This design comes from an exercise in tuning for small area on the open sky130 flow, not from production work.
The RTL was checked by simulation tests, not by an equivalence proof against the original design.
Power figures rest on the tool's default switching activity, not on a simulated workload.

## flow/flow/run.sh

```bash
#!/bin/bash
# Layout flow: the standard flow (standard.sh) with these changes, all
# aimed at cell area (the clock period is met with several ns to spare):
#  - synthesis: an area-oriented ABC script (deep AIG resynthesis, then
#    area-oriented mapping) in place of ORFS's mapping script, and adders
#    left to ABC instead of being mapped to full and half adder cells.
#    Registers are untouched: ABC only sees the logic between them.
#  - port buffers: the smallest buffer cell.
#  - clock tree: clkbuf_8 buffers, sinks clustered by 16, no dummy loads.
# Everything else is ORFS's own.
set -euo pipefail
HERE=$(pwd)
rm -rf "$HERE/orfs_scripts"
cp -r "$FLOW_HOME/scripts" "$HERE/orfs_scripts"
cp "$HERE/flow/abc_deep.script" "$HERE/orfs_scripts/abc_speed.script"
cp "$HERE/flow/abc_deep.script" "$HERE/orfs_scripts/abc_area.script"
bash standard.sh SCRIPTS_DIR="$HERE/orfs_scripts" ADDER_MAP_FILE= \
  GPL_TIMING_DRIVEN=0 \
  BUFFER_PORTS_ARGS="-buffer_cell sky130_fd_sc_hd__buf_1" \
  CTS_ARGS="-sink_clustering_enable -repair_clock_nets -dont_use_dummy_load -buf_list sky130_fd_sc_hd__clkbuf_8 -root_buf sky130_fd_sc_hd__clkbuf_16 -sink_clustering_size 16 -sink_clustering_max_diameter 100" \
  finish > "$HERE/flow_make.log" 2>&1
```

## flow/flow/abc_deep.script

```
strash
&get -n
&deepsyn -T 300
&put
&get -n
&dch -f
&nf -R 1000
&put
topo
stime -c
```

## flow/standard.sh

```bash
#!/bin/bash
# synth_recipe.tcl (not shown) runs the flow's synth.tcl, then flattens the netlist and writes it again
# the make line also repeats each setting of config.mk as NAME=value (left out here)
make -C /OpenROAD-flow-scripts/flow DESIGN_CONFIG=/design/flow/config.mk WORK_HOME=/design/flow/orfs CLKGATE_MAP_FILE= SYNTH_SCRIPT=/design/flow/synth_recipe.tcl "${@:-finish}"
```

## flow/config.mk

```make
export PLATFORM = sky130hd
export DESIGN_NAME = VGATopModule
export DESIGN_NICKNAME = VGATopModule
export VERILOG_FILES = /design/flow/design.v
export SDC_FILE = /design/flow/constraint.sdc
export NUM_CORES = 4
export LEC_CHECK = 0
export CAP_MARGIN = 20
export CORE_MARGIN = 2
export CORE_UTILIZATION = 40
export GPL_TIMING_DRIVEN = 0
export PLACE_DENSITY = 0.6
export SLEW_MARGIN = 40
```

## flow/constraint.sdc

```tcl
create_clock -name core_clock -period 20.0 [get_ports {clk}]
set_input_delay 4.0000 -clock core_clock [delete_from_list [all_inputs] [get_ports {clk}]]
set_output_delay 4.0000 -clock core_clock [all_outputs]
set_load 0.01 [all_outputs]
```

## flow/design.v

```verilog
module pong_start_text(input [9:0] x, input [9:0] y, output text);
  assign text = ((x >= 10'd121) & (x <= 10'd141) & (y >= 10'd20) & (y <= 10'd190)) |
    ((x >= 10'd191) & (x <= 10'd211) & (y >= 10'd20) & (y <= 10'd95)) |
    ((x >= 10'd141) & (x <= 10'd191) & (y >= 10'd20) & (y <= 10'd40)) |
    ((x >= 10'd141) & (x <= 10'd191) & (y >= 10'd85) & (y <= 10'd95)) |
    ((x >= 10'd231) & (x <= 10'd251) & (y >= 10'd20) & (y <= 10'd190)) |
    ((x >= 10'd291) & (x <= 10'd311) & (y >= 10'd20) & (y <= 10'd190)) |
    ((x >= 10'd251) & (x <= 10'd291) & (y >= 10'd20) & (y <= 10'd40)) |
    ((x >= 10'd251) & (x <= 10'd291) & (y >= 10'd170) & (y <= 10'd190)) |
    ((x >= 10'd321) & (x <= 10'd341) & (y >= 10'd20) & (y <= 10'd190)) |
    ((x >= 10'd391) & (x <= 10'd411) & (y >= 10'd20) & (y <= 10'd190)) |
    ((x >= 10'd341) & (x <= 10'd391) & (y >= 10'd20) & (y <= 10'd40)) |
    ((x >= 10'd421) & (x <= 10'd441) & (y >= 10'd20) & (y <= 10'd190)) |
    ((x >= 10'd491) & (x <= 10'd511) & (y >= 10'd85) & (y <= 10'd190)) |
    ((x >= 10'd441) & (x <= 10'd491) & (y >= 10'd20) & (y <= 10'd40)) |
    ((x >= 10'd441) & (x <= 10'd491) & (y >= 10'd85) & (y <= 10'd95)) |
    ((x >= 10'd441) & (x <= 10'd491) & (y >= 10'd170) & (y <= 10'd190)) |
    ((x >= 10'd131) & (x <= 10'd191) & (y >= 10'd200) & (y <= 10'd220)) |
    ((x >= 10'd151) & (x <= 10'd171) & (y >= 10'd220) & (y <= 10'd390)) |
    ((x >= 10'd211) & (x <= 10'd231) & (y >= 10'd200) & (y <= 10'd390)) |
    ((x >= 10'd271) & (x <= 10'd291) & (y >= 10'd200) & (y <= 10'd390)) |
    ((x >= 10'd231) & (x <= 10'd271) & (y >= 10'd200) & (y <= 10'd220)) |
    ((x >= 10'd231) & (x <= 10'd271) & (y >= 10'd370) & (y <= 10'd390)) |
    ((x >= 10'd311) & (x <= 10'd371) & (y >= 10'd200) & (y <= 10'd220)) |
    ((x >= 10'd311) & (x <= 10'd331) & (y >= 10'd220) & (y <= 10'd300)) |
    ((x >= 10'd311) & (x <= 10'd371) & (y >= 10'd300) & (y <= 10'd320)) |
    ((x >= 10'd351) & (x <= 10'd371) & (y >= 10'd320) & (y <= 10'd390)) |
    ((x >= 10'd311) & (x <= 10'd371) & (y >= 10'd370) & (y <= 10'd390)) |
    ((x >= 10'd391) & (x <= 10'd451) & (y >= 10'd200) & (y <= 10'd220)) |
    ((x >= 10'd391) & (x <= 10'd411) & (y >= 10'd220) & (y <= 10'd300)) |
    ((x >= 10'd391) & (x <= 10'd451) & (y >= 10'd300) & (y <= 10'd320)) |
    ((x >= 10'd431) & (x <= 10'd451) & (y >= 10'd320) & (y <= 10'd390)) |
    ((x >= 10'd391) & (x <= 10'd451) & (y >= 10'd370) & (y <= 10'd390)) |
    ((x >= 10'd21) & (x <= 10'd81) & (y >= 10'd400) & (y <= 10'd410)) |
    ((x >= 10'd21) & (x <= 10'd31) & (y >= 10'd410) & (y <= 10'd425)) |
    ((x >= 10'd21) & (x <= 10'd81) & (y >= 10'd425) & (y <= 10'd435)) |
    ((x >= 10'd71) & (x <= 10'd81) & (y >= 10'd435) & (y <= 10'd450)) |
    ((x >= 10'd21) & (x <= 10'd81) & (y >= 10'd450) & (y <= 10'd460)) |
    ((x >= 10'd91) & (x <= 10'd131) & (y >= 10'd400) & (y <= 10'd410)) |
    ((x >= 10'd106) & (x <= 10'd116) & (y >= 10'd410) & (y <= 10'd460)) |
    ((x >= 10'd141) & (x <= 10'd151) & (y >= 10'd400) & (y <= 10'd460)) |
    ((x >= 10'd151) & (x <= 10'd181) & (y >= 10'd400) & (y <= 10'd410)) |
    ((x >= 10'd151) & (x <= 10'd181) & (y >= 10'd425) & (y <= 10'd435)) |
    ((x >= 10'd181) & (x <= 10'd191) & (y >= 10'd400) & (y <= 10'd460)) |
    ((x >= 10'd201) & (x <= 10'd211) & (y >= 10'd400) & (y <= 10'd460)) |
    ((x >= 10'd211) & (x <= 10'd251) & (y >= 10'd400) & (y <= 10'd410)) |
    ((x >= 10'd211) & (x <= 10'd251) & (y >= 10'd425) & (y <= 10'd435)) |
    ((x >= 10'd251) & (x <= 10'd261) & (y >= 10'd410) & (y <= 10'd425)) |
    ((x >= 10'd251) & (x <= 10'd261) & (y >= 10'd435) & (y <= 10'd460)) |
    ((x >= 10'd271) & (x <= 10'd311) & (y >= 10'd400) & (y <= 10'd410)) |
    ((x >= 10'd286) & (x <= 10'd296) & (y >= 10'd410) & (y <= 10'd460)) |
    ((x >= 10'd381) & (x <= 10'd431) & (y >= 10'd400) & (y <= 10'd410)) |
    ((x >= 10'd381) & (x <= 10'd431) & (y >= 10'd450) & (y <= 10'd460)) |
    ((x >= 10'd381) & (x <= 10'd391) & (y >= 10'd410) & (y <= 10'd450)) |
    ((x >= 10'd421) & (x <= 10'd431) & (y >= 10'd435) & (y <= 10'd450)) |
    ((x >= 10'd401) & (x <= 10'd431) & (y >= 10'd425) & (y <= 10'd435)) |
    ((x >= 10'd451) & (x <= 10'd461) & (y >= 10'd400) & (y <= 10'd460)) |
    ((x >= 10'd461) & (x <= 10'd481) & (y >= 10'd400) & (y <= 10'd410)) |
    ((x >= 10'd461) & (x <= 10'd481) & (y >= 10'd425) & (y <= 10'd435)) |
    ((x >= 10'd481) & (x <= 10'd491) & (y >= 10'd400) & (y <= 10'd460)) |
    ((x >= 10'd501) & (x <= 10'd561) & (y >= 10'd400) & (y <= 10'd410)) |
    ((x >= 10'd501) & (x <= 10'd511) & (y >= 10'd410) & (y <= 10'd460)) |
    ((x >= 10'd526) & (x <= 10'd536) & (y >= 10'd410) & (y <= 10'd460)) |
    ((x >= 10'd551) & (x <= 10'd561) & (y >= 10'd410) & (y <= 10'd460)) |
    ((x >= 10'd571) & (x <= 10'd581) & (y >= 10'd400) & (y <= 10'd460)) |
    ((x >= 10'd581) & (x <= 10'd621) & (y >= 10'd400) & (y <= 10'd410)) |
    ((x >= 10'd581) & (x <= 10'd621) & (y >= 10'd425) & (y <= 10'd435)) |
    ((x >= 10'd581) & (x <= 10'd621) & (y >= 10'd450) & (y <= 10'd460));
endmodule
module pong_end_shapes(input [9:0] x, input [9:0] y, output t1, output t2, output td);
  wire common = ((x >= 10'd81) & (x <= 10'd101) & (y >= 10'd80) & (y <= 10'd210)) |
    ((x >= 10'd101) & (x <= 10'd141) & (y >= 10'd80) & (y <= 10'd100)) |
    ((x >= 10'd101) & (x <= 10'd141) & (y >= 10'd135) & (y <= 10'd145)) |
    ((x >= 10'd141) & (x <= 10'd161) & (y >= 10'd100) & (y <= 10'd135)) |
    ((x >= 10'd171) & (x <= 10'd191) & (y >= 10'd80) & (y <= 10'd210)) |
    ((x >= 10'd171) & (x <= 10'd231) & (y >= 10'd190) & (y <= 10'd210)) |
    ((x >= 10'd241) & (x <= 10'd261) & (y >= 10'd80) & (y <= 10'd210)) |
    ((x >= 10'd301) & (x <= 10'd321) & (y >= 10'd80) & (y <= 10'd210)) |
    ((x >= 10'd261) & (x <= 10'd301) & (y >= 10'd80) & (y <= 10'd100)) |
    ((x >= 10'd261) & (x <= 10'd301) & (y >= 10'd135) & (y <= 10'd145)) |
    ((x >= 10'd331) & (x <= 10'd351) & (y >= 10'd80) & (y <= 10'd135)) |
    ((x >= 10'd391) & (x <= 10'd411) & (y >= 10'd80) & (y <= 10'd135)) |
    ((x >= 10'd331) & (x <= 10'd411) & (y >= 10'd135) & (y <= 10'd145)) |
    ((x >= 10'd361) & (x <= 10'd381) & (y >= 10'd145) & (y <= 10'd210)) |
    ((x >= 10'd421) & (x <= 10'd441) & (y >= 10'd80) & (y <= 10'd210)) |
    ((x >= 10'd421) & (x <= 10'd481) & (y >= 10'd80) & (y <= 10'd100)) |
    ((x >= 10'd421) & (x <= 10'd481) & (y >= 10'd135) & (y <= 10'd145)) |
    ((x >= 10'd421) & (x <= 10'd481) & (y >= 10'd190) & (y <= 10'd210)) |
    ((x >= 10'd491) & (x <= 10'd511) & (y >= 10'd80) & (y <= 10'd210)) |
    ((x >= 10'd491) & (x <= 10'd551) & (y >= 10'd80) & (y <= 10'd100)) |
    ((x >= 10'd491) & (x <= 10'd551) & (y >= 10'd135) & (y <= 10'd145)) |
    ((x >= 10'd531) & (x <= 10'd551) & (y >= 10'd100) & (y <= 10'd135)) |
    ((x >= 10'd511) & (x <= 10'd551) & (y >= 10'd145) & (y <= 10'd210)) |
    ((x >= 10'd121) & (x <= 10'd141) & (y >= 10'd300) & (y <= 10'd400)) |
    ((x >= 10'd161) & (x <= 10'd181) & (y >= 10'd300) & (y <= 10'd370)) |
    ((x >= 10'd201) & (x <= 10'd221) & (y >= 10'd300) & (y <= 10'd400)) |
    ((x >= 10'd121) & (x <= 10'd221) & (y >= 10'd380) & (y <= 10'd400)) |
    ((x >= 10'd241) & (x <= 10'd301) & (y >= 10'd300) & (y <= 10'd310)) |
    ((x >= 10'd271) & (x <= 10'd281) & (y >= 10'd310) & (y <= 10'd390)) |
    ((x >= 10'd241) & (x <= 10'd301) & (y >= 10'd390) & (y <= 10'd400)) |
    ((x >= 10'd321) & (x <= 10'd341) & (y >= 10'd300) & (y <= 10'd400)) |
    ((x >= 10'd401) & (x <= 10'd421) & (y >= 10'd300) & (y <= 10'd400)) |
    ((x >= 10'd341) & (x <= 10'd401) & (y >= 10'd300) & (y <= 10'd320)) |
    ((x >= 10'd441) & (x <= 10'd501) & (y >= 10'd300) & (y <= 10'd310)) |
    ((x >= 10'd441) & (x <= 10'd461) & (y >= 10'd300) & (y <= 10'd340)) |
    ((x >= 10'd441) & (x <= 10'd501) & (y >= 10'd330) & (y <= 10'd340)) |
    ((x >= 10'd481) & (x <= 10'd501) & (y >= 10'd340) & (y <= 10'd390)) |
    ((x >= 10'd441) & (x <= 10'd501) & (y >= 10'd390) & (y <= 10'd400)) |
    ((x >= 10'd521) & (x <= 10'd531) & (y >= 10'd300) & (y <= 10'd380)) |
    ((x >= 10'd521) & (x <= 10'd531) & (y >= 10'd390) & (y <= 10'd400));
  assign t1 = common | ((x >= 10'd581) & (x <= 10'd601) & (y >= 10'd80) & (y <= 10'd210)) |
    ((x >= 10'd601) & (x <= 10'd621) & (y >= 10'd190) & (y <= 10'd210));
  assign t2 = common | ((x >= 10'd581) & (x <= 10'd621) & (y >= 10'd80) & (y <= 10'd100)) |
    ((x >= 10'd601) & (x <= 10'd621) & (y >= 10'd100) & (y <= 10'd145)) |
    ((x >= 10'd581) & (x <= 10'd621) & (y >= 10'd135) & (y <= 10'd145)) |
    ((x >= 10'd581) & (x <= 10'd601) & (y >= 10'd145) & (y <= 10'd190)) |
    ((x >= 10'd581) & (x <= 10'd621) & (y >= 10'd190) & (y <= 10'd210));
  assign td = ((x >= 10'd81) & (x <= 10'd101) & (y >= 10'd180) & (y <= 10'd300)) |
    ((x >= 10'd81) & (x <= 10'd161) & (y >= 10'd180) & (y <= 10'd200)) |
    ((x >= 10'd81) & (x <= 10'd161) & (y >= 10'd280) & (y <= 10'd300)) |
    ((x >= 10'd141) & (x <= 10'd161) & (y >= 10'd200) & (y <= 10'd280)) |
    ((x >= 10'd181) & (x <= 10'd201) & (y >= 10'd180) & (y <= 10'd300)) |
    ((x >= 10'd181) & (x <= 10'd261) & (y >= 10'd180) & (y <= 10'd200)) |
    ((x >= 10'd181) & (x <= 10'd261) & (y >= 10'd230) & (y <= 10'd250)) |
    ((x >= 10'd241) & (x <= 10'd261) & (y >= 10'd200) & (y <= 10'd230)) |
    ((x >= 10'd241) & (x <= 10'd261) & (y >= 10'd250) & (y <= 10'd270)) |
    ((x >= 10'd221) & (x <= 10'd241) & (y >= 10'd270) & (y <= 10'd290)) |
    ((x >= 10'd201) & (x <= 10'd221) & (y >= 10'd290) & (y <= 10'd300)) |
    ((x >= 10'd281) & (x <= 10'd301) & (y >= 10'd180) & (y <= 10'd300)) |
    ((x >= 10'd361) & (x <= 10'd381) & (y >= 10'd180) & (y <= 10'd300)) |
    ((x >= 10'd301) & (x <= 10'd361) & (y >= 10'd180) & (y <= 10'd200)) |
    ((x >= 10'd301) & (x <= 10'd361) & (y >= 10'd230) & (y <= 10'd250)) |
    ((x >= 10'd401) & (x <= 10'd421) & (y >= 10'd180) & (y <= 10'd300)) |
    ((x >= 10'd441) & (x <= 10'd461) & (y >= 10'd180) & (y <= 10'd270)) |
    ((x >= 10'd481) & (x <= 10'd501) & (y >= 10'd180) & (y <= 10'd300)) |
    ((x >= 10'd401) & (x <= 10'd501) & (y >= 10'd280) & (y <= 10'd300)) |
    ((x >= 10'd521) & (x <= 10'd541) & (y >= 10'd180) & (y <= 10'd260)) |
    ((x >= 10'd521) & (x <= 10'd541) & (y >= 10'd280) & (y <= 10'd300));
endmodule
module pong_game_text(input [9:0] x, input [9:0] y, output text);
  assign text = ((x >= 10'd100) & (x <= 10'd120) & (y >= 10'd120) & (y <= 10'd130)) |
    ((x >= 10'd100) & (x <= 10'd105) & (y >= 10'd130) & (y <= 10'd160)) |
    ((x >= 10'd115) & (x <= 10'd120) & (y >= 10'd130) & (y <= 10'd145)) |
    ((x >= 10'd100) & (x <= 10'd115) & (y >= 10'd145) & (y <= 10'd150)) |
    ((x >= 10'd125) & (x <= 10'd140) & (y >= 10'd120) & (y <= 10'd160)) |
    ((x >= 10'd500) & (x <= 10'd520) & (y >= 10'd120) & (y <= 10'd130)) |
    ((x >= 10'd500) & (x <= 10'd505) & (y >= 10'd130) & (y <= 10'd160)) |
    ((x >= 10'd515) & (x <= 10'd520) & (y >= 10'd130) & (y <= 10'd145)) |
    ((x >= 10'd500) & (x <= 10'd515) & (y >= 10'd145) & (y <= 10'd150)) |
    ((x >= 10'd525) & (x <= 10'd545) & (y >= 10'd120) & (y <= 10'd130)) |
    ((x >= 10'd540) & (x <= 10'd545) & (y >= 10'd130) & (y <= 10'd145)) |
    ((x >= 10'd525) & (x <= 10'd545) & (y >= 10'd145) & (y <= 10'd150)) |
    ((x >= 10'd525) & (x <= 10'd530) & (y >= 10'd150) & (y <= 10'd160)) |
    ((x >= 10'd525) & (x <= 10'd545) & (y >= 10'd155) & (y <= 10'd160));
endmodule
module pong_circles(input [9:0] x, input [9:0] y, output [5:0] circ);
    wire up = (y >= 10'd250) & (y <= 10'd310);      
    wire lo = (y >= 10'd320) & (y <= 10'd380);      
    wire [5:0] d6 = y[5:0] - (up ? 6'd24 : 6'd30);  
    wire [4:0] dy = d6[5] ? (5'd0 - d6[4:0]) : d6[4:0];
    reg [4:0] w;
    always @* begin
        case (dy)
            5'd0: w = 5'd30;
            5'd1, 5'd2, 5'd3, 5'd4, 5'd5, 5'd6, 5'd7: w = 5'd29;
            5'd8, 5'd9, 5'd10: w = 5'd28;
            5'd11, 5'd12, 5'd13: w = 5'd27;
            5'd14: w = 5'd26;
            5'd15, 5'd16: w = 5'd25;
            5'd17, 5'd18: w = 5'd24;
            5'd19: w = 5'd23;
            5'd20: w = 5'd22;
            5'd21: w = 5'd21;
            5'd22: w = 5'd20;
            5'd23: w = 5'd19;
            5'd24: w = 5'd18;
            5'd25: w = 5'd16;
            5'd26: w = 5'd14;
            5'd27: w = 5'd13;
            5'd28: w = 5'd10;
            5'd29: w = 5'd7;
            default: w = 5'd0;
        endcase
    end
    wire r = (x >= 10'd320);
    wire [9:0] t = {x[9:5] - (r ? 5'd15 : 5'd5), x[4:0]};
    wire near = (t[9:6] == 4'b0000) | (t[9:6] == 4'b1111);
    wire [6:0] a = t[9] ? (7'd0 - t[6:0]) : t[6:0];
    wire le0 = t[9] | (t == 10'd0);
    wire hit_up = near & up & (a <= {2'b00, w});
    wire hit_lo = near & lo & (a + {2'b00, w} >= 7'd30) & (a <= 7'd30 + {2'b00, w});
    assign circ[0] = ~r & hit_lo & le0;
    assign circ[1] = ~r & hit_lo & ~le0;
    assign circ[2] = ~r & hit_up;
    assign circ[3] = r & hit_lo & le0;
    assign circ[4] = r & hit_lo & ~le0;
    assign circ[5] = r & hit_up;
endmodule
module pong_cups_ball(input [9:0] x, input [9:0] y, output cup_l, output cup_r, output ball);
    wire yl = (y >= 10'd50) & (y <= 10'd150);
    wire yr = (y >= 10'd250) & (y <= 10'd350);
    wire [6:0] d = y[6:0] - (yr ? 7'd122 : 7'd50);    
    reg [3:0] q1, q2;
    always @* begin
        q1 = 4'd10; q2 = 4'd10;
        if (d < 7'd10) q1 = 4'd0; else if (d < 7'd20) q1 = 4'd1; else if (d < 7'd30) q1 = 4'd2;
        else if (d < 7'd40) q1 = 4'd3; else if (d < 7'd50) q1 = 4'd4; else if (d < 7'd60) q1 = 4'd5;
        else if (d < 7'd70) q1 = 4'd6; else if (d < 7'd80) q1 = 4'd7; else if (d < 7'd90) q1 = 4'd8;
        else if (d < 7'd100) q1 = 4'd9;
        if (d == 7'd0) q2 = 4'd10; else if (d < 7'd3) q2 = 4'd0; else if (d < 7'd13) q2 = 4'd1;
        else if (d < 7'd23) q2 = 4'd2; else if (d < 7'd33) q2 = 4'd3; else if (d < 7'd43) q2 = 4'd4;
        else if (d < 7'd53) q2 = 4'd5; else if (d < 7'd63) q2 = 4'd6; else if (d < 7'd73) q2 = 4'd7;
        else if (d < 7'd83) q2 = 4'd8; else if (d < 7'd93) q2 = 4'd9;
    end
    wire [5:0] lo_t = (yr ? 6'd39 : 6'd41) + {2'b00, q1};
    wire [5:0] hi_t = (yr ? 6'd35 : 6'd37) - {2'b00, q2};
    wire x_lo = (x[5:0] >= lo_t);
    wire x_hi = (x[5:0] <= hi_t);
    assign cup_l = yl & (((x[9:6] == 4'd0) & x_lo) | ((x[9:6] == 4'd1) & x_hi));
    assign cup_r = yr & (((x[9:6] == 4'd8) & x_lo) | ((x[9:6] == 4'd9) & x_hi));
    wire [5:0] dy6 = y[5:0] - 6'd28;                  
    wire [4:0] dy = dy6[5] ? (5'd0 - dy6[4:0]) : dy6[4:0];
    wire yb = (y >= 10'd205) & (y <= 10'd235);
    reg [3:0] w;
    always @* begin
        case (dy)
            5'd0: w = 4'd15;
            5'd1, 5'd2, 5'd3, 5'd4, 5'd5: w = 4'd14;
            5'd6, 5'd7: w = 4'd13;
            5'd8, 5'd9: w = 4'd12;
            5'd10: w = 4'd11;
            5'd11: w = 4'd10;
            5'd12: w = 4'd9;
            5'd13: w = 4'd7;
            5'd14: w = 4'd5;
            default: w = 4'd0;
        endcase
    end
    wire [6:0] dx = x[6] ? {1'b0, x[5:0]} : (7'd64 - {1'b0, x[5:0]});
    assign ball = yb & (x[9:7] == 3'b100) & (dx <= {3'b000, w});
endmodule
module pong_glyph(input [3:0] ch, input [2:0] row, input [2:0] col, output bit_o);
  function glyph(input [3:0] ch, input [2:0] row, input [2:0] col);
    reg [7:0] d;
    begin
      case ({ch, row})
        7'h00: d = 8'b00111100;
        7'h01: d = 8'b01100110;
        7'h02: d = 8'b01101110;
        7'h03: d = 8'b01110110;
        7'h04: d = 8'b01100110;
        7'h05: d = 8'b01100110;
        7'h06: d = 8'b00111100;
        7'h08: d = 8'b00011000;
        7'h09: d = 8'b00111000;
        7'h0a: d = 8'b00011000;
        7'h0b: d = 8'b00011000;
        7'h0c: d = 8'b00011000;
        7'h0d: d = 8'b00011000;
        7'h0e: d = 8'b01111110;
        7'h10: d = 8'b00111100;
        7'h11: d = 8'b01100110;
        7'h12: d = 8'b00000110;
        7'h13: d = 8'b00001100;
        7'h14: d = 8'b00011000;
        7'h15: d = 8'b00110000;
        7'h16: d = 8'b01111110;
        7'h18: d = 8'b00111100;
        7'h19: d = 8'b01100110;
        7'h1a: d = 8'b00000110;
        7'h1b: d = 8'b00011100;
        7'h1c: d = 8'b00000110;
        7'h1d: d = 8'b01100110;
        7'h1e: d = 8'b00111100;
        7'h20: d = 8'b00001100;
        7'h21: d = 8'b00011100;
        7'h22: d = 8'b00111100;
        7'h23: d = 8'b01101100;
        7'h24: d = 8'b01111110;
        7'h25: d = 8'b00001100;
        7'h26: d = 8'b00001100;
        7'h28: d = 8'b01111110;
        7'h29: d = 8'b01100000;
        7'h2a: d = 8'b01111100;
        7'h2b: d = 8'b00000110;
        7'h2c: d = 8'b00000110;
        7'h2d: d = 8'b01100110;
        7'h2e: d = 8'b00111100;
        7'h30: d = 8'b00111100;
        7'h31: d = 8'b01100000;
        7'h32: d = 8'b01111100;
        7'h33: d = 8'b01100110;
        7'h34: d = 8'b01100110;
        7'h35: d = 8'b01100110;
        7'h36: d = 8'b00111100;
        7'h38: d = 8'b01111110;
        7'h39: d = 8'b00000110;
        7'h3a: d = 8'b00001100;
        7'h3b: d = 8'b00011000;
        7'h3c: d = 8'b00110000;
        7'h3d: d = 8'b00110000;
        7'h3e: d = 8'b00110000;
        7'h40: d = 8'b00111100;
        7'h41: d = 8'b01100110;
        7'h42: d = 8'b01100110;
        7'h43: d = 8'b00111100;
        7'h44: d = 8'b01100110;
        7'h45: d = 8'b01100110;
        7'h46: d = 8'b00111100;
        7'h48: d = 8'b00111100;
        7'h49: d = 8'b01100110;
        7'h4a: d = 8'b01100110;
        7'h4b: d = 8'b00111110;
        7'h4c: d = 8'b00000110;
        7'h4d: d = 8'b00001100;
        7'h4e: d = 8'b00111100;
        7'h52: d = 8'b00011000;
        7'h53: d = 8'b00011000;
        7'h55: d = 8'b00011000;
        7'h56: d = 8'b00011000;
        default: d = 8'b00000000;
      endcase
      glyph = d[~col];
    end
  endfunction
  assign bit_o = glyph(ch, row, col);
endmodule
`timescale 1ns / 1ps
module VGATopModule #(
    parameter TICK_CYCLES = 5000,          
    parameter LOCKOUT_DURATION = 25000,    
    parameter DEBOUNCE_DELAY = 50,         
    parameter FLASH_DURATION = 5000,       
    parameter BUZZER_DURATION = 15000,     
    parameter BUZZER_HALF_PERIOD = 10      
) (
    input clk,
    input sys_rst,             
    input reset,               
    input start_button,        
    input enable,              
    input [2:0] ir_sensor_p1,  
    input [2:0] ir_sensor_p2,  
    output h_sync,
    output v_sync,
    output [3:0] red,
    output [3:0] green,
    output [3:0] blue,
    output buzzer_out          
);
    function [31:0] lf_taps(input integer w);
        case (w)
            2: lf_taps = 32'h3;     3: lf_taps = 32'h5;     4: lf_taps = 32'h9;
            5: lf_taps = 32'h12;    6: lf_taps = 32'h21;    7: lf_taps = 32'h41;
            8: lf_taps = 32'hc3;    9: lf_taps = 32'h108;   10: lf_taps = 32'h204;
            11: lf_taps = 32'h402;  12: lf_taps = 32'h883;  13: lf_taps = 32'h1013;
            14: lf_taps = 32'h2803; 15: lf_taps = 32'h4001; 16: lf_taps = 32'h8805;
            17: lf_taps = 32'h10004; 18: lf_taps = 32'h20040; 19: lf_taps = 32'h40023;
            20: lf_taps = 32'h80004; default: lf_taps = 32'h0;
        endcase
    endfunction
    function [31:0] lf_next(input [31:0] s, input integer w);
        lf_next = ((s << 1) | {31'd0, ~^(s & lf_taps(w))}) & ((32'd1 << w) - 32'd1);
    endfunction
    function [31:0] lf_adv(input integer n, input integer w);
        integer i, j;
        reg [31:0] sv;
        begin
            if (n == 50 && w == 6) lf_adv = 32'h27;
            if (n == 25001 && w == 15) lf_adv = 32'h195;
            if (n == 5001 && w == 13) lf_adv = 32'hee7;
            if (n == 1500 && w == 11) lf_adv = 32'h5bd;
            if (n == 9 && w == 4) lf_adv = 32'hd;
            if (n == 1 && w == 4) lf_adv = 32'h1;
            if (n == 2 && w == 13) lf_adv = 32'h2;
            sv = 32'd0;
            if (!((n == 50 && w == 6) || (n == 25001 && w == 15) || (n == 5001 && w == 13) ||
                  (n == 1500 && w == 11) || (n == 9 && w == 4) || (n == 1 && w == 4) || (n == 2 && w == 13))) begin
                for (j = 0; j < n; j = j + 4096)
                    for (i = j; i < n && i < j + 4096; i = i + 1)
                        sv = lf_next(sv, w);
                lf_adv = sv;
            end
        end
    endfunction
    function integer lf_clog2(input integer v);
        integer k;
        begin
            lf_clog2 = 0;
            for (k = 1; k < 31; k = k + 1)
                if ((32'd1 << k) < v) lf_clog2 = k;
            lf_clog2 = lf_clog2 + 1;
        end
    endfunction
    function [31:0] lf_prev(input [31:0] s, input integer w);
        reg [31:0] low;
        reg b;
        begin
            low = s >> 1;
            b = ~s[0] ^ (^(low & lf_taps(w) & ~(32'd1 << (w - 1))));
            lf_prev = low | ({31'd0, b} << (w - 1));
        end
    endfunction
    function [31:0] lf_load(input integer n, input integer w);
        integer i, j;
        reg [31:0] sv;
        begin
            if (n == 20003 && w == 15) lf_load = 32'h2ab8;
            else if (n == 25000 && w == 15) lf_load = 32'h6b39;
            else if (n == 15000 && w == 15) lf_load = 32'h4670;
            else begin
                sv = (32'd1 << (w - 1)) - 32'd1;
                for (j = 0; j < n; j = j + 4096)
                    for (i = j; i < n && i < j + 4096; i = i + 1)
                        sv = lf_prev(sv, w);
                lf_load = sv;
            end
        end
    endfunction
    localparam ST_START = 2'd0, ST_GAME = 2'd1, ST_END = 2'd2;
    reg [9:0] x, y;
    reg [1:0] p;
    reg fl;
    wire pix_en = (p == 2'd3);
    wire x_end = x[9] & x[8] & (&x[4:0]);    
    wire y_end = y[9] & y[3] & y[2];         
    wire x_zero = ~|x;
    always @(posedge clk) begin
        if (sys_rst) begin
            {x, p} <= 12'd2;
            y <= 10'd0;
            fl <= 1'b1;
        end else begin
            {x, p} <= (pix_en & x_end) ? 12'd0 : {x, p} + 12'd1;
            if (pix_en) begin
                if (x_end) fl <= 1'b0;
                if (x_zero & ~fl) y <= y_end ? 10'd0 : y + 10'd1;
            end
        end
    end
    assign h_sync = ~((x >= 10'd656) & (x < 10'd752));
    assign v_sync = ~((y >= 10'd490) & (y < 10'd492));
    wire video_on = (x < 10'd640) & (y < 10'd480);
    wire start_edge, reset_edge;
    reg rst_d;
    always @(posedge clk) rst_d <= sys_rst;
    pong_db #(.DELAY(DEBOUNCE_DELAY)) start_db(
        .clk(clk), .rst(sys_rst), .rst_d(rst_d), .in(start_button), .out(), .rise(start_edge));
    pong_db #(.DELAY(DEBOUNCE_DELAY)) reset_db(
        .clk(clk), .rst(sys_rst), .rst_d(rst_d), .in(reset), .out(), .rise(reset_edge));
    reg [1:0] st;
    wire stopped;
    always @(posedge clk) begin
        if (sys_rst | reset_edge)
            st <= ST_START;
        else case (st)
            ST_START: if (start_edge) st <= ST_GAME;
            ST_GAME:  if (stopped) st <= ST_END;
            ST_END:   ;
            default:  st <= ST_START;
        endcase
    end
    wire in_start = (st == ST_START);
    wire in_game = (st == ST_GAME);
    wire in_end = (st == ST_END);
    wire grst = sys_rst | ~in_game;
    wire clr = sys_rst | in_start;
    wire [2:0] s1t, s2t;
    wire [3:0] s1o, s2o;
    wire lk_last, lk_idle;
    pong_score #(.LOCKOUT(LOCKOUT_DURATION), .DELAY(DEBOUNCE_DELAY), .BUZZ(BUZZER_DURATION)) sc1(
        .clk(clk), .sys_rst(sys_rst), .rst_d(rst_d), .clr(clr), .run(in_game & ~stopped), .bload(in_game & stopped),
        .ir(ir_sensor_p1), .tens(s1t), .ones(s1o), .last(lk_last), .idle(lk_idle));
    pong_score #(.LOCKOUT(LOCKOUT_DURATION), .DELAY(DEBOUNCE_DELAY), .BUZZ(BUZZER_DURATION)) sc2(
        .clk(clk), .sys_rst(sys_rst), .rst_d(rst_d), .clr(clr), .run(in_game & ~stopped), .bload(1'b0),
        .ir(ir_sensor_p2), .tens(s2t), .ones(s2o), .last(), .idle());
    wire [1:0] res = {{s1t, s1o} > {s2t, s2o}, {s2t, s2o} > {s1t, s1o}};
    reg ev;
    always @(posedge clk)
        ev <= ~sys_rst & in_end & (ev | pix_en);
    localparam TW = lf_clog2(TICK_CYCLES + 3);
    localparam [TW-1:0] T_TICK = lf_adv(TICK_CYCLES + 1, TW);
    localparam [TW-1:0] T_C1 = lf_adv(2, TW);
    reg [TW-1:0] tc;
    wire tick = (tc == T_TICK);
    reg m1;              
    reg [2:0] s10;
    reg [3:0] s1;        
    assign stopped = s1[3] & s1[2];
    always @(posedge clk) begin
        if (grst) begin
            tc <= {TW{1'b0}};
            m1 <= 1'b1;
            s10 <= 3'd5;
            s1 <= 4'd9;
        end else begin
            tc <= tick ? T_C1 : lf_next(tc, TW);
            if (tick & ~stopped) begin
                if (!m1 && s10 == 3'd0 && s1 == 4'd0)
                    s1 <= 4'd15;
                else if (s1 == 4'd0) begin
                    s1 <= 4'd9;
                    if (s10 == 3'd0) begin
                        s10 <= 3'd5;
                        m1 <= 1'b0;
                    end else
                        s10 <= s10 - 3'd1;
                end else
                    s1 <= s1 - 4'd1;
            end
        end
    end
    wire [5:0] cup_green;
    genvar gi;
    generate
        for (gi = 0; gi < 6; gi = gi + 1) begin : flash
            pong_flash #(.DURATION(FLASH_DURATION)) f(
                .clk(clk), .rst(grst), .en(pix_en),
                .ir(gi < 3 ? ir_sensor_p1[gi % 3] : ir_sensor_p2[gi % 3]),
                .green(cup_green[gi]));
        end
    endgenerate
    wire band_t = (y >= 10'd64) & (y <= 10'd91);
    wire band_s = (y >= 10'd192) & (y <= 10'd219);
    reg [3:0] ch;
    reg ch_ok;
    always @* begin
        ch = 4'd0;
        ch_ok = 1'b0;
        case (x[9:5])
            5'd5:  begin ch = {1'b0, s1t}; ch_ok = band_s; end
            5'd6:  begin ch = s1o;         ch_ok = band_s; end
            5'd8:  begin ch = 4'd0;        ch_ok = band_t; end
            5'd9:  begin ch = {3'd0, m1};  ch_ok = band_t; end
            5'd10: begin ch = 4'd10;       ch_ok = band_t; end
            5'd11: begin ch = {1'b0, s10}; ch_ok = band_t; end
            5'd12: begin ch = s1;          ch_ok = band_t; end
            5'd13: begin ch = {1'b0, s2t}; ch_ok = band_s; end
            5'd14: begin ch = s2o;         ch_ok = band_s; end
            default: ;
        endcase
    end
    wire [2:0] ncol = x[4:2] + {2'b00, &x[1:0]};
    wire gbit;
    pong_glyph glyph_rom(.ch(ch), .row(y[4:2]), .col(ncol), .bit_o(gbit));
    reg nb;
    always @(posedge clk)
        if (grst) nb <= 1'b0;
        else if (pix_en) nb <= ch_ok & gbit;
    wire digit_area = ((y >= 10'd30) & (y <= 10'd93) & (x >= 10'd256) & (x <= 10'd415)) |
                      ((y >= 10'd192) & (y <= 10'd255) &
                       (((x >= 10'd160) & (x <= 10'd223)) | ((x >= 10'd416) & (x <= 10'd479))));
    wire g_text;
    wire [5:0] circ;
    pong_game_text gtext(.x(x), .y(y), .text(g_text));
    pong_circles circles(.x(x), .y(y), .circ(circ));
    reg [3:0] g_c;    
    always @* begin
        if (digit_area)      g_c = nb ? 4'b1100 : 4'b0111;
        else if (g_text)     g_c = 4'b1100;
        else if (circ[0])    g_c = cup_green[0] ? 4'b0110 : 4'b1000;
        else if (circ[1])    g_c = cup_green[1] ? 4'b0110 : 4'b1000;
        else if (circ[2])    g_c = cup_green[2] ? 4'b0110 : 4'b1000;
        else if (circ[3])    g_c = cup_green[3] ? 4'b0110 : 4'b1000;
        else if (circ[4])    g_c = cup_green[4] ? 4'b0110 : 4'b1000;
        else if (circ[5])    g_c = cup_green[5] ? 4'b0110 : 4'b1000;
        else                 g_c = 4'b0111;
        if (!video_on)       g_c = 4'b0000;
    end
    wire prev_vis = (x == 10'd1) ? (fl | ((y != 10'd0) & (y <= 10'd480)))
                                 : ((x != 10'd0) & (x <= 10'd640) & (y < 10'd480));
    wire cup_l, cup_r, ball, s_text;
    pong_start_text stext(.x(x), .y(y), .text(s_text));
    pong_cups_ball cups(.x(x), .y(y), .cup_l(cup_l), .cup_r(cup_r), .ball(ball));
    reg [3:0] s_c;
    always @* begin
        if (cup_l)       s_c = 4'b1000;
        else if (cup_r)  s_c = 4'b0011;
        else if (ball)   s_c = 4'b1111;
        else if (s_text) s_c = 4'b1100;
        else             s_c = 4'b0111;
        if (!prev_vis)   s_c = 4'b0000;
    end
    wire e_t1, e_t2, e_td;
    pong_end_shapes eshapes(.x(x), .y(y), .t1(e_t1), .t2(e_t2), .td(e_td));
    wire e_on = ev & (res[1] ? e_t1 : res[0] ? e_t2 : e_td);
    wire [3:0] e_c = !prev_vis ? 4'b0000 : e_on ? 4'b1100 : 4'b0111;
    wire [3:0] c = (st == ST_START) ? s_c : in_game ? g_c : in_end ? e_c : 4'b0000;
    assign red = {4{c[3]}};
    assign green = {c[2], c[1], c[2], c[1]};
    assign blue = {4{c[0]}};
    localparam RW = lf_clog2(BUZZER_HALF_PERIOD + 2);
    localparam [RW-1:0] R_ZERO = lf_adv(BUZZER_HALF_PERIOD - 1, RW);
    reg ben;
    reg [RW-1:0] br;
    reg bz;
    always @(posedge clk) begin
        ben <= ~sys_rst & ~reset_edge & in_end & ~lk_last & ~lk_idle;
        if (sys_rst || !ben) begin
            br <= R_ZERO;
            bz <= 1'b0;
        end else if (br == R_ZERO) begin
            br <= {RW{1'b0}};
            bz <= ~bz;
        end else
            br <= lf_next(br, RW);
    end
    assign buzzer_out = bz;
endmodule
module pong_db #(parameter DELAY = 50) (
    input clk,
    input rst,
    input rst_d,       
    input in,
    output reg out,
    output rise
);
    function [31:0] lf_taps(input integer w);
        case (w)
            2: lf_taps = 32'h3;     3: lf_taps = 32'h5;     4: lf_taps = 32'h9;
            5: lf_taps = 32'h12;    6: lf_taps = 32'h21;    7: lf_taps = 32'h41;
            8: lf_taps = 32'hc3;    9: lf_taps = 32'h108;   10: lf_taps = 32'h204;
            11: lf_taps = 32'h402;  12: lf_taps = 32'h883;  13: lf_taps = 32'h1013;
            14: lf_taps = 32'h2803; 15: lf_taps = 32'h4001; 16: lf_taps = 32'h8805;
            17: lf_taps = 32'h10004; 18: lf_taps = 32'h20040; 19: lf_taps = 32'h40023;
            20: lf_taps = 32'h80004; default: lf_taps = 32'h0;
        endcase
    endfunction
    function [31:0] lf_next(input [31:0] s, input integer w);
        lf_next = ((s << 1) | {31'd0, ~^(s & lf_taps(w))}) & ((32'd1 << w) - 32'd1);
    endfunction
    function [31:0] lf_adv(input integer n, input integer w);
        integer i, j;
        reg [31:0] sv;
        begin
            if (n == 50 && w == 6) lf_adv = 32'h27;
            if (n == 25001 && w == 15) lf_adv = 32'h195;
            if (n == 5001 && w == 13) lf_adv = 32'hee7;
            if (n == 1500 && w == 11) lf_adv = 32'h5bd;
            if (n == 9 && w == 4) lf_adv = 32'hd;
            if (n == 1 && w == 4) lf_adv = 32'h1;
            if (n == 2 && w == 13) lf_adv = 32'h2;
            sv = 32'd0;
            if (!((n == 50 && w == 6) || (n == 25001 && w == 15) || (n == 5001 && w == 13) ||
                  (n == 1500 && w == 11) || (n == 9 && w == 4) || (n == 1 && w == 4) || (n == 2 && w == 13))) begin
                for (j = 0; j < n; j = j + 4096)
                    for (i = j; i < n && i < j + 4096; i = i + 1)
                        sv = lf_next(sv, w);
                lf_adv = sv;
            end
        end
    endfunction
    function integer lf_clog2(input integer v);
        integer k;
        begin
            lf_clog2 = 0;
            for (k = 1; k < 31; k = k + 1)
                if ((32'd1 << k) < v) lf_clog2 = k;
            lf_clog2 = lf_clog2 + 1;
        end
    endfunction
    function [31:0] lf_prev(input [31:0] s, input integer w);
        reg [31:0] low;
        reg b;
        begin
            low = s >> 1;
            b = ~s[0] ^ (^(low & lf_taps(w) & ~(32'd1 << (w - 1))));
            lf_prev = low | ({31'd0, b} << (w - 1));
        end
    endfunction
    function [31:0] lf_load(input integer n, input integer w);
        integer i, j;
        reg [31:0] sv;
        begin
            if (n == 20003 && w == 15) lf_load = 32'h2ab8;
            else if (n == 25000 && w == 15) lf_load = 32'h6b39;
            else if (n == 15000 && w == 15) lf_load = 32'h4670;
            else begin
                sv = (32'd1 << (w - 1)) - 32'd1;
                for (j = 0; j < n; j = j + 4096)
                    for (i = j; i < n && i < j + 4096; i = i + 1)
                        sv = lf_prev(sv, w);
                lf_load = sv;
            end
        end
    endfunction
    localparam W = lf_clog2(DELAY + 3);
    localparam [W-1:0] C_END = lf_adv(DELAY, W);
    localparam [W-1:0] J = {1'b1, {(W-1){1'b0}}};    
    reg s0, s1;
    reg [W-1:0] c;
    wire is_j = (c == J);
    wire [W-1:0] nx = lf_next(c, W) | {{(W-1){1'b0}}, is_j};
    always @(posedge clk) begin
        s0 <= in;
        s1 <= (rst | rst_d) ? 1'b0 : s0;
        if (rst) begin
            out <= 1'b0;
            c <= {W{1'b0}};
        end else begin
            if (s1 == out)
                c <= {W{1'b0}};
            else if (c == C_END) begin
                c <= J;
                out <= s1;
            end else
                c <= nx;
        end
    end
    assign rise = out & is_j;
endmodule
module pong_score #(parameter LOCKOUT = 25000, parameter DELAY = 50, parameter BUZZ = 15000) (
    input clk,
    input sys_rst,
    input rst_d,
    input clr,
    input run,
    input bload,
    input [2:0] ir,
    output reg [2:0] tens,
    output reg [3:0] ones,
    output last,
    output idle
);
    function [31:0] lf_taps(input integer w);
        case (w)
            2: lf_taps = 32'h3;     3: lf_taps = 32'h5;     4: lf_taps = 32'h9;
            5: lf_taps = 32'h12;    6: lf_taps = 32'h21;    7: lf_taps = 32'h41;
            8: lf_taps = 32'hc3;    9: lf_taps = 32'h108;   10: lf_taps = 32'h204;
            11: lf_taps = 32'h402;  12: lf_taps = 32'h883;  13: lf_taps = 32'h1013;
            14: lf_taps = 32'h2803; 15: lf_taps = 32'h4001; 16: lf_taps = 32'h8805;
            17: lf_taps = 32'h10004; 18: lf_taps = 32'h20040; 19: lf_taps = 32'h40023;
            20: lf_taps = 32'h80004; default: lf_taps = 32'h0;
        endcase
    endfunction
    function [31:0] lf_next(input [31:0] s, input integer w);
        lf_next = ((s << 1) | {31'd0, ~^(s & lf_taps(w))}) & ((32'd1 << w) - 32'd1);
    endfunction
    function [31:0] lf_adv(input integer n, input integer w);
        integer i, j;
        reg [31:0] sv;
        begin
            if (n == 50 && w == 6) lf_adv = 32'h27;
            if (n == 25001 && w == 15) lf_adv = 32'h195;
            if (n == 5001 && w == 13) lf_adv = 32'hee7;
            if (n == 1500 && w == 11) lf_adv = 32'h5bd;
            if (n == 9 && w == 4) lf_adv = 32'hd;
            if (n == 1 && w == 4) lf_adv = 32'h1;
            if (n == 2 && w == 13) lf_adv = 32'h2;
            sv = 32'd0;
            if (!((n == 50 && w == 6) || (n == 25001 && w == 15) || (n == 5001 && w == 13) ||
                  (n == 1500 && w == 11) || (n == 9 && w == 4) || (n == 1 && w == 4) || (n == 2 && w == 13))) begin
                for (j = 0; j < n; j = j + 4096)
                    for (i = j; i < n && i < j + 4096; i = i + 1)
                        sv = lf_next(sv, w);
                lf_adv = sv;
            end
        end
    endfunction
    function integer lf_clog2(input integer v);
        integer k;
        begin
            lf_clog2 = 0;
            for (k = 1; k < 31; k = k + 1)
                if ((32'd1 << k) < v) lf_clog2 = k;
            lf_clog2 = lf_clog2 + 1;
        end
    endfunction
    function [31:0] lf_prev(input [31:0] s, input integer w);
        reg [31:0] low;
        reg b;
        begin
            low = s >> 1;
            b = ~s[0] ^ (^(low & lf_taps(w) & ~(32'd1 << (w - 1))));
            lf_prev = low | ({31'd0, b} << (w - 1));
        end
    endfunction
    function [31:0] lf_load(input integer n, input integer w);
        integer i, j;
        reg [31:0] sv;
        begin
            if (n == 20003 && w == 15) lf_load = 32'h2ab8;
            else if (n == 25000 && w == 15) lf_load = 32'h6b39;
            else if (n == 15000 && w == 15) lf_load = 32'h4670;
            else begin
                sv = (32'd1 << (w - 1)) - 32'd1;
                for (j = 0; j < n; j = j + 4096)
                    for (i = j; i < n && i < j + 4096; i = i + 1)
                        sv = lf_prev(sv, w);
                lf_load = sv;
            end
        end
    endfunction
    localparam W = lf_clog2(LOCKOUT + 3);
    localparam [W-1:0] LOAD = lf_load(LOCKOUT, W);
    localparam [W-1:0] BLOAD = lf_load(BUZZ, W);
    localparam [W-1:0] LAST = {1'b0, {(W-1){1'b1}}};
    wire [2:0] e;
    genvar i;
    generate
        for (i = 0; i < 3; i = i + 1) begin : s
            pong_db #(.DELAY(DELAY)) db(.clk(clk), .rst(sys_rst), .rst_d(rst_d), .in(ir[i]), .out(), .rise(e[i]));
        end
    endgenerate
    reg [W-1:0] lk;
    assign idle = &lk;
    assign last = (lk == LAST);
    wire [W-1:0] lk_nx = lf_next(lk, W) | {{(W-1){1'b0}}, last};
    wire hit = run & idle & (|e) & (tens != 3'd5);
    always @(posedge clk) begin
        if (clr) begin
            lk <= {W{1'b1}};
            tens <= 3'd0;
            ones <= 4'd0;
        end else begin
            lk <= bload ? BLOAD : hit ? LOAD : lk_nx;
            if (hit) begin
                if (ones == 4'd9) begin
                    ones <= 4'd0;
                    tens <= tens + 3'd1;
                end else
                    ones <= ones + 4'd1;
            end
        end
    end
endmodule
module pong_flash #(parameter DURATION = 5000) (
    input clk,
    input rst,
    input en,
    input ir,
    output green
);
    function [31:0] lf_taps(input integer w);
        case (w)
            2: lf_taps = 32'h3;     3: lf_taps = 32'h5;     4: lf_taps = 32'h9;
            5: lf_taps = 32'h12;    6: lf_taps = 32'h21;    7: lf_taps = 32'h41;
            8: lf_taps = 32'hc3;    9: lf_taps = 32'h108;   10: lf_taps = 32'h204;
            11: lf_taps = 32'h402;  12: lf_taps = 32'h883;  13: lf_taps = 32'h1013;
            14: lf_taps = 32'h2803; 15: lf_taps = 32'h4001; 16: lf_taps = 32'h8805;
            17: lf_taps = 32'h10004; 18: lf_taps = 32'h20040; 19: lf_taps = 32'h40023;
            20: lf_taps = 32'h80004; default: lf_taps = 32'h0;
        endcase
    endfunction
    function [31:0] lf_next(input [31:0] s, input integer w);
        lf_next = ((s << 1) | {31'd0, ~^(s & lf_taps(w))}) & ((32'd1 << w) - 32'd1);
    endfunction
    function [31:0] lf_adv(input integer n, input integer w);
        integer i, j;
        reg [31:0] sv;
        begin
            if (n == 50 && w == 6) lf_adv = 32'h27;
            if (n == 25001 && w == 15) lf_adv = 32'h195;
            if (n == 5001 && w == 13) lf_adv = 32'hee7;
            if (n == 1500 && w == 11) lf_adv = 32'h5bd;
            if (n == 9 && w == 4) lf_adv = 32'hd;
            if (n == 1 && w == 4) lf_adv = 32'h1;
            if (n == 2 && w == 13) lf_adv = 32'h2;
            sv = 32'd0;
            if (!((n == 50 && w == 6) || (n == 25001 && w == 15) || (n == 5001 && w == 13) ||
                  (n == 1500 && w == 11) || (n == 9 && w == 4) || (n == 1 && w == 4) || (n == 2 && w == 13))) begin
                for (j = 0; j < n; j = j + 4096)
                    for (i = j; i < n && i < j + 4096; i = i + 1)
                        sv = lf_next(sv, w);
                lf_adv = sv;
            end
        end
    endfunction
    function integer lf_clog2(input integer v);
        integer k;
        begin
            lf_clog2 = 0;
            for (k = 1; k < 31; k = k + 1)
                if ((32'd1 << k) < v) lf_clog2 = k;
            lf_clog2 = lf_clog2 + 1;
        end
    endfunction
    function [31:0] lf_prev(input [31:0] s, input integer w);
        reg [31:0] low;
        reg b;
        begin
            low = s >> 1;
            b = ~s[0] ^ (^(low & lf_taps(w) & ~(32'd1 << (w - 1))));
            lf_prev = low | ({31'd0, b} << (w - 1));
        end
    endfunction
    function [31:0] lf_load(input integer n, input integer w);
        integer i, j;
        reg [31:0] sv;
        begin
            if (n == 20003 && w == 15) lf_load = 32'h2ab8;
            else if (n == 25000 && w == 15) lf_load = 32'h6b39;
            else if (n == 15000 && w == 15) lf_load = 32'h4670;
            else begin
                sv = (32'd1 << (w - 1)) - 32'd1;
                for (j = 0; j < n; j = j + 4096)
                    for (i = j; i < n && i < j + 4096; i = i + 1)
                        sv = lf_prev(sv, w);
                lf_load = sv;
            end
        end
    endfunction
    reg prev;
    wire load = en & ir & ~prev;
    always @(posedge clk)
        if (rst) prev <= 1'b0;
        else if (en) prev <= ir;
    generate
        if (DURATION == 5000) begin : rot
            localparam [12:0] LOAD = 13'h16ce;
            localparam [12:0] Q = 13'h0fff;
            reg [12:0] t;
            assign green = ~&t;
            wire b0 = en ? (~(t[12] ^ t[0]) | (t == Q)) : t[12];
            always @(posedge clk)
                if (rst) t <= 13'h1fff;
                else t <= load ? LOAD : {t[11:0], b0};
        end else begin : plain
            localparam N = 4 * (DURATION + 1);
            localparam W = lf_clog2(N + 2);
            localparam [W-1:0] LOAD = lf_load(N - 1, W);
            localparam [W-1:0] LAST = {1'b0, {(W-1){1'b1}}};
            reg [W-1:0] t;
            assign green = ~&t;
            always @(posedge clk)
                if (rst) t <= {W{1'b1}};
                else t <= load ? LOAD : (lf_next(t, W) | {{(W-1){1'b0}}, t == LAST});
        end
    endgenerate
endmodule
```

==> results of run 1 <==
critical path, delay by kind of cell (launching register included):
family / cells / cell delay [ps]
AND/OR/NAND/NOR: 12 / 2670
AO/OA/AOI/OAI: 13 / 4390
flip-flops: 1 / 730
buffers and inverters: 4 / 1100
XOR/XNOR: 1 / 250
per-layer routing:
layer | wire length (microns) | GRT usage [%]
met5 | 0 | 0
met4 | 2536 | 12.99
met1 | 20080 | 37.10
met2 | 18940 | 40.46
met3 | 4500 | 5.719
registers in the layout, summed over array words and instances (netlist names), 4 cells and up:
register / cells
tc: 13
start_db.c: 6
flash.f.rot.t: 78
sc2.s.db.c: 18
y: 10
s1: 4
sc1.lk: 15
sc1.s.db.c: 18
flash.f.prev: 6
br: 4
sc2.lk: 15
sc1.ones: 4
x: 10
sc2.ones: 4
reset_db.c: 6
final timing paths:
path | from | endpoint | slack [ps] | cells past startpoint
setup / recovery | y[3] | green[2] | 6360 | 30
hold / removal | sc1.s[1].db.s0 | sc1.s[1].db.s1 | 430 | 1
setup reg to reg | x[6] | nb | 15300 | 17
hold reg to reg | sc1.s[1].db.s0 | sc1.s[1].db.s1 | 430 | 1
metrics by stage:
stage          cell area (sq um)  power (mW)  setup slack [ps]
2_1_floorplan              12800      0.5490              9764
3_5_place_dp               13590      0.5658              7176
3_3_place_gp               13400      0.5645              6707
6_report                   13910      0.8155              6360
5_1_grt                    13910      0.8492              5692
4_1_cts                    13900      0.8251              6606
kinds of logic after synthesis:
kind of cell              Yosys count  synth area share, %
and+or+nand+nor                   849                32.19
AOI/OAI and AO/OA                 464                23.12
DFF                               255                39.87
xor gates and xnor gates           33                2.257
muxes                               9               0.7134
buffers and inverters              55                1.847
cells in the final DEF, fill, tap and decap left out, types with 17 or more instances in the layout:
cell type	instances
a211oi_1	20
a21oi_1	112
a31oi_1	35
and2_0	64
and3_1	28
buf_1	23
clkbuf_8	17
clkinv_1	47
dfxtp_1	241
nand2_1	211
nand2b_1	58
nand3_1	56
nand4_1	41
nor2_1	221
nor3_1	63
o21a_1	31
o21ai_0	110
o22ai_1	19
or3_1	27
xnor2_1	22
final cells by class:
class	count	area [sq um]
fillers	3240	17650
inverters	47	176.4
multi-input cells	1355	7517
plain buffers	8	60.06
clock buffers	20	309.0
repair buffers	31	216.5
flip-flops and latches	255	5127
well taps	402	503.0
power by group through the flow:
stage	Sequential, mW	Combinational (mW)	Clock (mW)
after floorplan	0.525	0.0243	0
after global placement	0.527	0.0376	0
after detailed placement	0.527	0.0391	0
after CTS	0.515	0.0392	0.271
after global routing	0.516	0.0430	0.290
final	0.515	0.0400	0.260
==> flow_summary_export.csv, run 1 <==
group,metric,value,unit
outcome,status,"no timing/DRC/antenna violations",
setup_path,critPathSlowestCell,"dfxtp_2",
pwr,p_sw_share,22.97,%
global_routing,grt_pass1_vias,12167,
clock_network,h-tree-depth,1,
floorplanning,row_count,65,
yosys,yosysSeqAreaShare,39.87,%
final_layout,syn_to_final_growth,8.639,%
placed_design,port_buffers,24,
detailed_routing,post-route-drc-count,0,
yosys,synth_cells,1665,
sta,finalCritPeriodShare,68.20,%
sta,worst_pin_slew,931.5,ps
global_routing,gr-total-overflow,0,
sta,fin_skew,85.66,ps
setup_path,path_common_cell,"nand2_1",
clock_network,ctsResizeCount,0,
floorplanning,io_pins,26,
setup_path,cp.arrival,9640,ps
global_routing,antenna_found_initial,0,
sta,setup_viol,0,
final_layout,drive_gt1_share,3.671,%
yosys,syn-cell-area,12800,sq um
clock_network,cts-root-buf,"clkbuf_16",
yosys,synth.area.top_cells,"dfxtp_1 40%, nor2_1 6.6%, nand2_1 6.2%, o21ai_0 4.5%, a21oi_1 4.4%",
pwr,power_density,58.63,nW/um^2
final_layout,instances_no_fill,2118,
yosys,synth_common_cells,"255 x dfxtp_1, 226 x nor2_1, 211 x nand2_1",
setup_path,end_kind,"output port",
clock_network,cts_inserted_buffers,20,
final_layout,final_core_util,44.08,%
yosys,ys_warn_count,7,
pwr,pwr-share-clk,31.9,%
yosys,ys_seq_elements,255,
yosys,async_flop_share,0,%
sta,hold_violations,0,
clock_network,clock_latency,500,ps
floorplanning,initial_core_util,40.57,%
yosys,yosysUniqueCellTypes,61,
detailed_routing,drtIter0Drc,1641,
yosys,synth_top_area_share,39.87,%
placed_design,detailed_place_hpwl,34.36,mm
sta,fin_hold_ws,434.2,ps
pwr,vdd_ir_drop_max,39.51,uV
min_path,hold_class,"reg -> reg",
yosys,synth_nets,1676,
placed_design,dp.cells,2098,
sta,finalCriticalPeriod,13640,ps
pwr,p_comb_share,4.9,%
clock_network,max-clock-path-buffers,3,
clock_network,post-cts-setup-buffers,0,
job,drv_cap,0,
detailed_routing,antenna_left,0,
pwr,p_leak,4.922,nW
setup_path,critical_path.startpoint_type,"register",
pwr,seqPwrFrac,63.2,%
final_layout,antenna_cells,0,
sta,fmax,0.07331,GHz
yosys,synth_top_area_cell,"dfxtp_1",
detailed_routing,firstDrtPassIters,6,
sta,rsz0062_at_grt,"no",
clock_network,cts_tree,"done",
sta,relSlewSlack,37.42,%
sta,tns,0,ps
pwr,power_switching,0.1873,mW
sta,final_max_slew_viol_count,0,
placed_design,gp_congestion,1.073,
pwr,p_int,0.6282,mW
yosys,synth_edf_count,0,
floorplanning,die_h,182.9,microns
setup_path,worst-path-max-fanout,27,
yosys,synthFlopType,"dfxtp_1",
detailed_routing,vias,13262,
floorplanning,die-area,33460,sq um
final_layout,nets,1729,
global_routing,grt_pass1_wl,71.15,mm
detailed_routing,post_drt_wl_per_cell,21.74,microns
clock_network,path_clk_slew,100,ps
clock_network,holdBufCountCts,0,
detailed_routing,drt-vias-per-instance,6.262,
yosys,yosysMostFrequentCell,"dfxtp_1",
global_routing,grt_usage,27.04,%
global_routing,grt_max_degree,48,
clock_network,cts.sinks,255,
floorplanning,die_w,182.9,microns
setup_path,crit_type,"reg -> out",
floorplanning,core_area,31560,sq um
detailed_routing,totalWireLength,46.05,mm
setup_path,cp.required,16000,ps
yosys,avgSynthCellArea,7.690,sq um
setup_path,cpPeakStageDelay,730,ps
==> run 2, diff against run 1 <==
--- a/flow/flow/run.sh
+++ b/flow/flow/run.sh
@@ -5,7 +5,8 @@
 #    area-oriented mapping) in place of ORFS's mapping script, and adders
 #    left to ABC instead of being mapped to full and half adder cells.
 #    Registers are untouched: ABC only sees the logic between them.
-#  - port buffers: the smallest buffer cell.
+#  - port buffers, and the buffers synthesis puts on outputs that share a
+#    net: the smallest buffer cell.
 #  - clock tree: clkbuf_8 buffers, sinks clustered by 16, no dummy loads.
 # Everything else is ORFS's own.
 set -euo pipefail
@@ -16,6 +17,7 @@
 cp "$HERE/flow/abc_deep.script" "$HERE/orfs_scripts/abc_area.script"
 bash standard.sh SCRIPTS_DIR="$HERE/orfs_scripts" ADDER_MAP_FILE= \
   GPL_TIMING_DRIVEN=0 \
+  MIN_BUF_CELL_AND_PORTS="sky130_fd_sc_hd__buf_1 A X" \
   BUFFER_PORTS_ARGS="-buffer_cell sky130_fd_sc_hd__buf_1" \
   CTS_ARGS="-sink_clustering_enable -repair_clock_nets -dont_use_dummy_load -buf_list sky130_fd_sc_hd__clkbuf_8 -root_buf sky130_fd_sc_hd__clkbuf_16 -sink_clustering_size 16 -sink_clustering_max_diameter 100" \
   finish > "$HERE/flow_make.log" 2>&1
--- a/flow/config.mk
+++ b/flow/config.mk
@@ -7,7 +7,7 @@
 export LEC_CHECK = 0
 export CAP_MARGIN = 20
 export CORE_MARGIN = 2
-export CORE_UTILIZATION = 40
+export CORE_UTILIZATION = 55
 export GPL_TIMING_DRIVEN = 0
-export PLACE_DENSITY = 0.6
-export SLEW_MARGIN = 40
+export PLACE_DENSITY = 0.75
+export SLEW_MARGIN = 30
==> run 2 against run 1 <==
  * Register-to-register slack improved by 220 ps
  * Sequential cell count did not move
  * Global-route usage rose by 11 points
  * Die area fell by 27%
  * Combinational power fell by 7.0%
  * Critical path depth rose by 2
  * First-iteration DRC count rose by 13%
  * Largest cell class unchanged
  * Critical path type unchanged
  * Final cell count fell by 5.6%
  * Hold slack got worse by 13 ps
  * Via count rose by 2.2%
  * Largest power group unchanged
  * Clock skew fell by 41 ps
  * Clock-buffer cell count fell by 1
==> flow_summary_export.csv, run 2 <==
group,metric,value,unit
yosys,synth.area.top_cells,"dfxtp_1 40%, nor2_1 6.6%, nand2_1 6.2%, o21ai_0 4.5%, a21oi_1 4.4%",
setup_path,r2r-start,"x[6]",
detailed_routing,totalWireLength,47.27,mm
sta,fin_skew,44.18,ps
sta,setup_viol,0,
yosys,yosysMostFrequentCell,"dfxtp_1",
yosys,syn-cell-area,12770,sq um
final_layout,drive_gt1_share,2.449,%
final_layout,layout_commonest_cell,"dfxtp_1",
setup_path,r2r_slack,15520,ps
global_routing,grt_pass1_vias,12760,
yosys,ys_seq_elements,255,
sta,worst_pin_slew,1030,ps
final_layout,largest-register,"flash.f.rot.t",
global_routing,grt_max_degree,37,
clock_network,clock_latency,490,ps
sta,tns,0,ps
global_routing,grt_pass1_wl,72.62,mm
setup_path,crit_type,"reg -> out",
pwr,power_density,58.51,nW/um^2
yosys,yosysUniqueCellTypes,61,
job,drv_cap,0,
floorplanning,die_w,156.4,microns
floorplanning,initial_core_util,56.25,%
final_layout,layout_common_cells,"245 x dfxtp_1, 226 x nor2_1, 211 x nand2_1",
setup_path,cp.arrival,9610,ps
placed_design,gp_congestion,1.061,
clock_network,holdBufCountCts,0,
placed_design,placed_cell_area,13380,sq um
sta,fmax,0.07347,GHz
sta,finalCriticalPeriod,13610,ps
setup_path,cp.required,16000,ps
sta,final_max_slew_viol_count,0,
sta,rsz0062_at_grt,"no",
final_layout,antenna_cells,0,
yosys,ys_warn_count,7,
clock_network,max-clock-path-buffers,3,
global_routing,antenna_found_initial,1,
clock_network,path_clk_slew,90,ps
setup_path,end_kind,"output port",
detailed_routing,antenna_left,0,
placed_design,detailed_place_hpwl,35.49,mm
setup_path,reg2regPathDepth,16,
global_routing,grt_usage,38.29,%
sta,hold_violations,0,
pwr,vdd_ir_drop_max,64.95,uV
min_path,min_path_cells,1,
clock_network,cts_tree,"done",
floorplanning,io_pins,26,
detailed_routing,vias,13548,
yosys,async_flop_share,0,%
detailed_routing,drtIter0Drc,1848,
floorplanning,row_count,55,
min_path,hold_class,"reg -> reg",
floorplanning,die-area,24460,sq um
setup_path,critPathSlowestCell,"dfxtp_2",
clock_network,post-cts-setup-buffers,0,
yosys,avgSynthCellArea,7.672,sq um
yosys,synth_top_area_share,39.96,%
global_routing,gr-total-overflow,0,
setup_path,rr_endpoint,"nb",
yosys,yosysSeqAreaShare,39.96,%
detailed_routing,post_drt_wl_per_cell,23.64,microns
yosys,synth_common_cells,"255 x dfxtp_1, 226 x nor2_1, 211 x nand2_1",
final_layout,reg_top3,"flash.f.rot.t: 78 flops, sc1.s.db.c: 18 flops, sc2.s.db.c: 18 flops",
final_layout,nets,1728,
yosys,synth_cells,1665,
outcome,status,"no timing/DRC/antenna violations",
yosys,synth_top_area_cell,"dfxtp_1",
yosys,synthFlopType,"dfxtp_1",
setup_path,critical_path.startpoint_type,"register",
sta,relSlewSlack,31.26,%
final_layout,design_area,13680,sq um
detailed_routing,drt-vias-per-instance,6.774,
min_path,min_from,"sc2.s[2].db.s0",
detailed_routing,post-route-drc-count,0,
pwr,p_leak,4.873,nW
clock_network,cts.sinks,255,
min_path,hold_path_end,"sc2.s[2].db.s1",
clock_network,cts_inserted_buffers,19,
pwr,power,0.8004,mW
setup_path,crit_path_start,"y[3]",
clock_network,h-tree-depth,1,
yosys,synth_nets,1676,
yosys,synth_edf_count,0,
clock_network,ctsResizeCount,0,
clock_network,cts-root-buf,"clkbuf_16",
setup_path,worst-path-max-fanout,27,
final_layout,largest_reg_flops,78,
final_layout,syn_to_final_growth,7.101,%
floorplanning,die_h,156.4,microns
sta,finalCritPeriodShare,68.05,%
detailed_routing,firstDrtPassIters,6,
final_layout,num-fill-cells,2036,
setup_path,cpPeakStageDelay,740,ps
placed_design,port_buffers,24,
floorplanning,core_area,22710,sq um
==> run 2: changes by cell type after synthesis <==
cell	before	now
buf_1	0	8
buf_4	8	0
==> run 2: metal layers <==
layer / global-route usage (%) / share of wire (%) / up-vias
li1: - / - / 6181
met1: 49.68 / 41 / 6381
met2: 59.77 / 43 / 802
met3: 9.166 / 10 / 182
met4: 18.92 / 5.7 / 2
met5: 0 / 0.032 / -
==> run 2: where the power goes <==
part           internal, mW  switching, mW  total, mW  leakage, nW
logic                0.0120         0.0252     0.0372         2.65
clock network        0.0995          0.148      0.248        0.152
registers             0.510        0.00520      0.515         2.07
total                 0.622          0.179      0.800         4.87
==> run 2: per-stage QoR <==
stage / setup slack (ps) / std cells / util (%) / hold slack (ps)
after CTS: 6825 / 2000 / 60.23 / 420.5
final: 6390 / 2000 / 60.24 / 420.9
after global placement: 6928 / 1974 / 58.21 / 413.5
after floorplan: 9778 / 1665 / - / 407.2
after detailed placement: 7393 / 1981 / 58.93 / 421.5
after global routing: 5813 / 2000 / 60.24 / 428.6
==> run 2: logic make-up (layout without fill, tap and decap cells) <==
group | count (synthesis) | count (layout) | share of synthesized area [%]
compound gates | 464 | 464 | 23.18
buf+inv | 55 | 105 | 1.616
flops | 255 | 255 | 39.96
simple gates | 849 | 849 | 32.27
mux | 9 | 9 | 0.7151
xor+xnor | 33 | 33 | 2.263
==> run 2: critical path, delay by kind of cell (launching register included) <==
family                    cells  cell delay (ps)
xor gates and xnor gates      1              260
buffers and inverters         4             1040
and+or+nand+nor              13             2800
AOI/OAI and AO/OA            14             4300
DFF                           1              740
==> run 2: layout make-up <==
class                      instances  area (sq um)  share of cell area, %
buffer                             8         30.03                 0.2195
timing repair buffer              31         221.5                  1.619
sequential                       255          5117                  37.41
inverter                          47         176.4                  1.290
tap                              285         356.6                  2.607
multi-input combinational       1355          7483                  54.70
clock buffer                      19         295.3                  2.158
==> run 2: worst max-delay path by stage <==
stage	end	slack, ps	depth (start not counted)
CTS	green[2]	6830	32
global placement	green[2]	6930	30
detailed placement	green[2]	7390	32
global route	green[2]	5810	30
finish	green[2]	6390	32
floorplan	green[2]	9780	31

re-timing with driven ports:
No port has a modelled driver above. Below, the same layouts with a new extraction and two added sets of constraints.
Step 1: set_driving_cell puts a clkbuf_16 on clk and a buf_2 on each other input, an assumption about the parent block.
Step 2 moves the port delays by t, midway between the first and last clock arrival at a register: inputs arrive t later, outputs are due t later. That takes back most of the time a late clock gives input paths.
Slacks: no drivers / after step 1 / after step 2; pairs: no drivers / after step 1.
run	t, ns	setup WS [ns]	worst setup path at the end
run 1	0.497	6.360 / 6.316 / 6.813	register to output
run 2	0.518	6.390 / 6.337 / 6.855	register to output
After both steps every run listed still meets setup and hold.
